From an optimization exercise on the open Yosys and OpenROAD flow, aimed at small area, a short achievable clock period and few clock cycles per item; shortcuts taken in it are not production practice. Only simulation tests tie the RTL to the original design; equivalence was not proved. Power figures rest on the tool's default switching activity, not on a simulated workload.

==> flow/design.v <==
module rvdff #( parameter WIDTH=1, SHORT=0 )
   (
     input logic [WIDTH-1:0] din,
     input logic           clk,
     input logic                   rst_l,
     output logic [WIDTH-1:0] dout
     );
if (SHORT == 1) begin
   assign dout = din;
end
else begin
   always_ff @(posedge clk or negedge rst_l) begin
      if (rst_l == 0)
        dout[WIDTH-1:0] <= 0;
      else
        dout[WIDTH-1:0] <= din[WIDTH-1:0];
   end
end
endmodule
module rvdffs #( parameter WIDTH=1, SHORT=0 )
   (
     input logic [WIDTH-1:0] din,
     input logic             en,
     input logic           clk,
     input logic                   rst_l,
     output logic [WIDTH-1:0] dout
     );
if (SHORT == 1) begin : genblock
   assign dout = din;
end
else begin : genblock
   rvdff #(WIDTH) dffs (.din((en) ? din[WIDTH-1:0] : dout[WIDTH-1:0]), .*);
end
endmodule
module rvdffe #( parameter WIDTH=1, SHORT=0, OVERRIDE=0 )
   (
     input  logic [WIDTH-1:0] din,
     input  logic           en,
     input  logic           clk,
     input  logic           rst_l,
     input  logic             scan_mode,
     output logic [WIDTH-1:0] dout
     );
if (SHORT == 1) begin : genblock
   if (1) begin : genblock
      assign dout = din;
   end
end
else begin : genblock
   if (1) begin: genblock
      rvdffs #(WIDTH) dff ( .* );
   end
end  
endmodule  
module rvtwoscomp #( parameter WIDTH=32 )
   (
     input logic [WIDTH-1:0] din,
     output logic [WIDTH-1:0] dout
     );
   logic [WIDTH-1:1]          dout_temp;    
   genvar                     i;
   for ( i = 1; i < WIDTH; i++ )  begin : flip_after_first_one
      assign dout_temp[i] = (|din[i-1:0]) ? ~din[i] : din[i];
   end : flip_after_first_one
   assign dout[WIDTH-1:0]  = { dout_temp[WIDTH-1:1], din[0] };
endmodule   
module el2_exu_div_ctl
  (
   input logic           clk,                        
   input logic           rst_l,                      
   input logic           valid,                      
   input logic           unsign,                     
   input logic           rem,                        
   input logic  [31:0]   dividend,                   
   input logic  [31:0]   divisor,                    
   input logic           cancel,                     
   output logic          finish_dly,                 
   output logic [31:0]   out                         
  );
   function automatic logic [5:0] lzc32(input logic [31:0] x);
      logic [31:0]      v;
      logic [31:0][4:0] c;
      integer l, i, n;
      v = x;
      c = '0;
      n = 32;
      for (l = 0; l < 5; l = l + 1) begin
         for (i = 0; i < 16; i = i + 1)
            if (i < n / 2) begin
               c[i] = v[2*i+1] ? c[2*i+1] : (c[2*i] | (5'd1 << l));
               v[i] = v[2*i+1] | v[2*i];
            end
         n = n / 2;
      end
      lzc32 = {v[0], c[0]};
   endfunction
   function automatic logic [31:0] cneg32(input logic [31:0] x, input logic n);
      logic [31:0] o;
      integer d, i;
      o = x;
      for (d = 1; d < 32; d = d * 2)
         for (i = 0; i < 32; i = i + 1)
            if ((i / d) % 2 == 1)
               o[i] = o[i] | o[(i / d) * d - 1];
      cneg32 = x ^ ({o[30:0], 1'b0} & {32{n}});
   endfunction
   function automatic logic [32:0] add32(input logic [31:0] a, input logic [31:0] b, input logic ci);
      logic [31:0] g, p, gg, pp;
      logic [32:0] c;
      integer d, i;
      g  = a & b;
      p  = a ^ b;
      gg = g;
      pp = p;
      gg[0] = g[0] | (p[0] & ci);
      for (d = 1; d < 32; d = d * 2)
         for (i = 2 * d - 1; i < 32; i = i + 2 * d) begin
            gg[i] = gg[i] | (pp[i] & gg[i - d]);
            pp[i] = pp[i] & pp[i - d];
         end
      for (d = 8; d >= 1; d = d / 2)
         for (i = 3 * d - 1; i < 32; i = i + 2 * d) begin
            gg[i] = gg[i] | (pp[i] & gg[i - d]);
            pp[i] = pp[i] & pp[i - d];
         end
      c = {gg, ci};
      add32 = {c[32], p ^ c[31:0]};
   endfunction
   logic        a_neg, b_neg;
   logic [31:0] a_abs;
   logic [5:0]  za, zb, la, lb;
   logic [6:0]  t;
   logic        dz, quick;
   logic        busy_ff, fin_ff;
   logic [3:0]  cnt_ff;
   logic        rem_ff, neg_ff, bneg_ff;
   logic [31:0] r_ff, q_ff;
   logic [31:0] e_ff;                                    
   logic [32:0] e_cur;
   logic [32:0] s1, s2;
   logic        ge1, ge2;
   logic [31:0] r1, r2;
   assign a_neg  = ~unsign & dividend[31];
   assign b_neg  = ~unsign & divisor[31];
   assign a_abs  = cneg32(dividend, a_neg);
   logic [33:0] b_x;
   assign b_x    = {{2{b_neg}}, divisor} ^ {34{~b_neg}};
   assign la     = lzc32(a_abs);
   assign za     = la[5] ? {1'b0, la[4:0]} : 6'd32;        
   assign lb     = lzc32(~b_x[31:0]);
   assign zb     = {1'b0, lb[4:0]};                      
   assign t      = {1'b0, zb} - {1'b0, za};              
   assign dz     = ~lb[5] & ~b_neg;
   assign quick  = dz | t[6];
   assign e_cur  = ({1'b1, e_ff} << {cnt_ff, 1'b0}) | (~({33{1'b1}} << {cnt_ff, 1'b0}) & {33{~bneg_ff}});
   assign s1     = add32(r_ff, {e_cur[30:0], ~bneg_ff}, ~bneg_ff);
   assign ge1    = e_cur[32] & e_cur[31] & s1[32];
   assign r1     = ge1 ? s1[31:0] : r_ff;
   assign s2     = add32(r1, e_cur[31:0], ~bneg_ff);
   assign ge2    = e_cur[32] & s2[32];
   assign r2     = ge2 ? s2[31:0] : r1;
   always_ff @(posedge clk or negedge rst_l) begin
      if (!rst_l) begin
         busy_ff <= 1'b0;
         fin_ff  <= 1'b0;
      end
      else begin
         busy_ff <= ~cancel & (valid ? ~quick : (busy_ff & (cnt_ff != 4'd0)));
         fin_ff  <= ~cancel & (valid ? quick  : (busy_ff & (cnt_ff == 4'd0)));
      end
   end
   always_ff @(posedge clk) begin
      if (valid) begin
         cnt_ff  <= t[4:1];
         rem_ff  <= rem;
         neg_ff  <= rem ? a_neg : (dz | (~unsign & (dividend[31] ^ divisor[31])));
         bneg_ff <= b_neg;
         r_ff    <= a_abs;
         q_ff    <= {31'b0, dz};                      
         e_ff    <= b_x[31:0];
      end
      else begin
         cnt_ff  <= cnt_ff - 4'd1;
         r_ff    <= r2;
         q_ff    <= {q_ff[29:0], ge1, ge2};
      end
   end
   logic [31:0] res;
   assign res        = ({32{fin_ff &  rem_ff}} & r_ff) |
                       ({32{fin_ff & ~rem_ff}} & q_ff);
   assign finish_dly = fin_ff & ~cancel;
   assign out        = {32{~cancel}} & cneg32(res, fin_ff & neg_ff);
endmodule  
==> flow/config.mk <==
export PLATFORM = sky130hd
export DESIGN_NAME = el2_exu_div_ctl
export DESIGN_NICKNAME = el2_exu_div_ctl
export VERILOG_FILES = /design/flow/design.v
export SDC_FILE = /design/flow/constraint.sdc
export NUM_CORES = 4
export LEC_CHECK = 0
export ABC_AREA = 1
export CAP_MARGIN = 20
export CORE_MARGIN = 2
export CORE_UTILIZATION = 30
export CTS_CLUSTER_DIAMETER = 150
export CTS_CLUSTER_SIZE = 40
export GPL_ROUTABILITY_DRIVEN = 0
export PLACE_DENSITY = 0.5
export SLEW_MARGIN = 20
export SETUP_SLACK_MARGIN = 8.25
export BUFFER_PORTS_ARGS = -buffer_cell sky130_fd_sc_hd__buf_1
==> flow/constraint.sdc <==
create_clock -name core_clock -period 15.0 [get_ports {clk}]
set_input_delay 3.0000 -clock core_clock [delete_from_list [all_inputs] [get_ports {clk}]]
set_output_delay 3.0000 -clock core_clock [all_outputs]
set_load 0.01 [all_outputs]
standard.sh (not shown) runs the stock make flow with config.mk's settings and CLKGATE_MAP_FILE= SYNTH_SCRIPT=/design/flow/synth_recipe.tcl, a recipe that flattens the netlist after the stock synthesis.
==> flow/flow/run.sh <==
#!/bin/bash
set -e
echo "export SETUP_SLACK_MARGIN = 8.25" >> config.mk
echo "export BUFFER_PORTS_ARGS = -buffer_cell sky130_fd_sc_hd__buf_1" >> config.mk
cp config.mk config_used.log
bash standard.sh > standard.log 2>&1
The starting point completed without violations.
Testbench counts at the start, summed over its fixed seeds: cycles 16,266, items 3,200.
==> next run, changes <==
- CORE_UTILIZATION: 30 -> 40
- CTS_CLUSTER_DIAMETER: 150 -> default
- CTS_CLUSTER_SIZE: 40 -> default
- GPL_ROUTABILITY_DRIVEN: 0 -> default
- PLACE_DENSITY: 0.5 -> 0.6
Die area drops by 25%.
Hold slack is about the same.
Routed wire length drops by 6.0%.
Setup slack gets worse by 23 ps.
Flip-flop and latch count does not change.
Clock power drops by 8.1%.
Via count drops by 0.40%.
Sequential power drops by about 2%.
==> next run, changes <==
==> flow/flow/run.sh (replaced) <==
#!/bin/bash
set -e
echo "export SETUP_SLACK_MARGIN = 8.0" >> config.mk
echo "export BUFFER_PORTS_ARGS = -buffer_cell sky130_fd_sc_hd__buf_1" >> config.mk
cp config.mk config_used.log
bash standard.sh > standard.log 2>&1
- CORE_UTILIZATION: 40 -> 30
- PLACE_DENSITY: 0.6 -> 0.5
- SETUP_SLACK_MARGIN: 8.25 -> 8.0
What happened: Synthesized cell count does not change; clock skew came out higher by 5.6 ps; die area came out higher by about 33%; global-route usage came out lower by 4.7 points; worst setup slack degrades by 160 ps; via count came out lower by 0.83%; final area stays flat; first-iteration DRC count came out lower by about 13%; wire length came out higher by 6.3%; fmax came out lower by about 2.3%.
==> next run, changes <==
==> flow/flow/run.sh (replaced) <==
#!/bin/bash
set -e
echo "export SETUP_SLACK_MARGIN = 8.5" >> config.mk
echo "export BUFFER_PORTS_ARGS = -buffer_cell sky130_fd_sc_hd__buf_1" >> config.mk
cp config.mk config_used.log
bash standard.sh > standard.log 2>&1
- CORE_UTILIZATION: 30 -> 40
- GPL_ROUTABILITY_DRIVEN: default -> 0
- PLACE_DENSITY: 0.5 -> 0.6
- SETUP_SLACK_MARGIN: 8.0 -> 8.5
Cell area rises by about 2.2%. Via count rises by 1.5%. Wire length falls by about 7%. Total power rises by about 3%. Clock skew falls by 4.1 ps. Flip-flop and latch count stays the same. Critical path depth falls by 1. Core utilization rises by 13 points. Clock power falls by about 7%. Worst setup slack is better by 270 ps.

[what the ideal ports hide]
How much do the figures lean on ideal ports? The routed layouts below were timed once more, with nothing changed but the port constraints. Step 1 assumes that a clkbuf_16 drives the clock port and a buf_2 every other input. Step 2 moves the port delays by t, midway between the first and last clock arrival at a register: inputs arrive t later, outputs are due t later. That takes back most of the time a late clock gives input paths. Three values: no drivers, after step 1, after step 2; two values: the first two.
run | t, ns | setup WS [ns] | pins driven straight from the clock port
the first run | 0.422 | 8.299 / 8.237 / 8.237 | 1
the second run | 0.407 | 8.276 / 8.223 / 8.223 | 1
the third run | 0.410 | 8.120 / 8.097 / 8.097 | 1
the fourth run | 0.413 | 8.395 / 8.224 / 8.224 | 1
After both steps every run listed still meets setup and hold. For the fourth run, which loses most, drivers alone change the setup slack by -0.171 ns; drivers and shift together by -0.171 ns.
